Context: an optimization exercise on an open-source flow, tuned for small area. The choices shown serve that exercise and are no tape-out recipe. Only simulation tests tie the RTL to the original design; equivalence was not proved. No activity file was given, so power comes from the tool's default toggle rates.

## build 3
// uart_fink_top
module uart_fink_top(
    input  wire       clk,
    input  wire       rst,
    input  wire       tx_start,
    input  wire       tx_msg_select,
    input  wire       tx_baud_select,
    input  wire [5:0] tx_message,
    output wire       tx,
    input  wire       rx,
    input  wire       rx_msg_select,
    input  wire       rx_baud_select,
    output wire [5:0] rx_message
);
    localparam CLK_FREQ = 2700000;
    transmitter #(.CLK_FREQ(CLK_FREQ)) u_tx(
        .clk(clk),
        .rst(rst),
        .start(tx_start),
        .msg_select(tx_msg_select),
        .baud_select(tx_baud_select),
        .input_message(tx_message),
        .tx(tx)
    );
    receiver #(.CLK_FREQ(CLK_FREQ)) u_rx(
        .clk(clk),
        .rst(rst),
        .tx(rx),
        .msg_select(rx_msg_select),
        .baud_select(rx_baud_select),
        .output_message(rx_message)
    );
endmodule
For scale: roughly 2400 um^2 of cells after synthesis.
==> flow/config.mk <==
export PLATFORM = sky130hd
export DESIGN_NAME = uart_fink_top
export DESIGN_NICKNAME = uart_fink_top
export VERILOG_FILES = /design/flow/design.v
export SDC_FILE = /design/flow/constraint.sdc
export NUM_CORES = 4
export LEC_CHECK = 0
export CAP_MARGIN = 20
export CORE_MARGIN = 2
export CORE_UTILIZATION = 40
export PLACE_DENSITY = 0.6
export SLEW_MARGIN = 20
==> flow/constraint.sdc <==
create_clock -name core_clock -period 10.0 [get_ports {clk}]
set_input_delay 2.0000 -clock core_clock [delete_from_list [all_inputs] [get_ports {clk}]]
set_output_delay 2.0000 -clock core_clock [all_outputs]
set_load 0.01 [all_outputs]
standard.sh (not shown) runs the stock make flow with config.mk's settings and CLKGATE_MAP_FILE= SYNTH_SCRIPT=/design/flow/synth_recipe.tcl, a recipe that flattens the netlist after the stock synthesis.
==> flow/flow/run.sh <==
#!/bin/bash
# Own layout flow: the standard ORFS flow (standard.sh) with these changes
# to how the layout is made:
#  - after the standard synthesis, the logic between the flip-flops is mapped
#    again for area (reabc.tcl); the flip-flops stay exactly as synthesised;
#  - port buffers are sky130_fd_sc_hd__buf_1 (the default picks a 10 um2 delay cell);
#  - CTS builds its usual H-tree from clkbuf_4 cells, without dummy load cells;
#  - after floorplan, cells are swapped to their smallest drive strength.
# Every tool's output goes to a log file of its own in the work folder.
set -euo pipefail
here=$(cd "$(dirname "${BASH_SOURCE[0]}")" && pwd)
res=$PWD/orfs/results/sky130hd/uart_fink_top/base

bash standard.sh synth > flow_synth.log 2>&1

cp "$res/1_2_yosys.v" "$res/1_2_yosys_standard.v"
LIB_FILE=$FLOW_HOME/platforms/sky130hd/lib/sky130_fd_sc_hd__tt_025C_1v80.lib \
REABC_IN="$res/1_2_yosys_standard.v" REABC_OUT="$res/1_2_yosys.v" \
REABC_SCRIPT="$here/abc_area.script" \
  yosys -c "$here/reabc.tcl" > flow_reabc.log 2>&1

export BUFFER_PORTS_ARGS="-buffer_cell sky130_fd_sc_hd__buf_1"
export CTS_ARGS="-sink_clustering_enable -repair_clock_nets -buf_list sky130_fd_sc_hd__clkbuf_4 -dont_use_dummy_load"
export POST_FLOORPLAN_TCL="$here/downsize.tcl"
bash standard.sh > flow_layout.log 2>&1
==> flow/flow/abc_area.script <==
strash
&get -n
&deepsyn -T 10
&dch
&nf
&put
==> flow/flow/reabc.tcl <==
# Re-map the combinational logic of the standard synthesis for area.
# The flip-flops are kept exactly as the standard synthesis made them (same
# instances, names and cell types): every sequential cell is held as a
# black box while the logic between them is flattened to gates and mapped
# again by ABC with an area-oriented script (abc_area.script beside this file).
yosys -import
set lib $::env(LIB_FILE)
set in_v $::env(REABC_IN)
set out_v $::env(REABC_OUT)
set script $::env(REABC_SCRIPT)

read_liberty -ignore_miss_func $lib
read_verilog $in_v
hierarchy -top uart_fink_top
# sequential cells stay as they are
setattr -mod -set keep_hierarchy 1 sky130_fd_sc_hd__df* sky130_fd_sc_hd__edf* sky130_fd_sc_hd__sdf* sky130_fd_sc_hd__dl*
flatten
opt_clean -purge
abc -liberty $lib -dont_use *probe* -dont_use *lpflow* -script $script
# cells ABC chose that the netlist did not use before
read_liberty -lib -ignore_redef $lib
opt_clean -purge
hilomap -singleton -hicell sky130_fd_sc_hd__conb_1 HI -locell sky130_fd_sc_hd__conb_1 LO
insbuf -buf sky130_fd_sc_hd__buf_4 A X
splitnets
opt_clean -purge
select uart_fink_top
stat -liberty $lib
check -assert
write_verilog -noattr -nohex -nodec -selected $out_v
Other scripts of this flow, unchanged in this note and not shown: flow/flow/downsize.tcl
Input-level comparison between trial 86 and build 3:
==> flow/flow/run.sh <==
#!/bin/bash
# Own layout flow: the standard ORFS flow (standard.sh) with three changes
# to how the layout is made, each set through ORFS's own hooks:
#  - port buffers are sky130_fd_sc_hd__buf_1 (the default picks a 10 um2 delay cell);
#  - CTS builds its usual H-tree from clkbuf_4 cells, without dummy load cells;
#  - after floorplan, cells are swapped to their smallest drive strength.
# Every tool's output goes to a log file in the work folder.
set -euo pipefail
here=$(cd "$(dirname "${BASH_SOURCE[0]}")" && pwd)
export BUFFER_PORTS_ARGS="-buffer_cell sky130_fd_sc_hd__buf_1"
export CTS_ARGS="-sink_clustering_enable -repair_clock_nets -buf_list sky130_fd_sc_hd__clkbuf_4 -dont_use_dummy_load"
export POST_FLOORPLAN_TCL="$here/downsize.tcl"
bash standard.sh > standard_flow.log 2>&1
removed: flow/flow/abc_area.script
removed: flow/flow/reabc.tcl
Results
Looking only at maximum resistive drop on vdd, and setting everything else aside, the higher value of build 3 and trial 86 goes to trial 86. Taking build 3 as the reference, in trial 86 fraction of power spent switching nets shrank by 0.49 points; number of global-route vias before repair grew by 4.6%.

[afterwards: timing with drivers on the ports]
No port has a modelled driver above. Below, the same layouts with a new extraction and two added sets of constraints.
Step 1 (the two cells are an assumption about what drives the block):
set clk [get_ports {clk}]
set_driving_cell -lib_cell sky130_fd_sc_hd__clkbuf_16 $clk
set_driving_cell -lib_cell sky130_fd_sc_hd__buf_2 [delete_from_list [all_inputs] $clk]
Step 2 adds t to the input delays and takes it off the output delays; t is the mean of the earliest and latest rising clock arrival at the registers after step 1. Input paths then give back, and output paths get back, about the clock's delay inside the block.
a / b / c = ideal ports / drivers / drivers and shift; a / b = the first two.
run | t, ns | setup WS [ns] | clock arrival spread, ns
build 3 | 0.388 | 5.511 / 5.501 / 5.113 | 0.018 / 0.018
trial 86 | 0.390 | 5.864 / 5.866 / 5.477 | 0.022 / 0.023
After both steps every run listed still meets setup and hold. The setup slack of build 3, which loses most, moves by -0.010 ns with the drivers and by -0.398 ns with both steps.
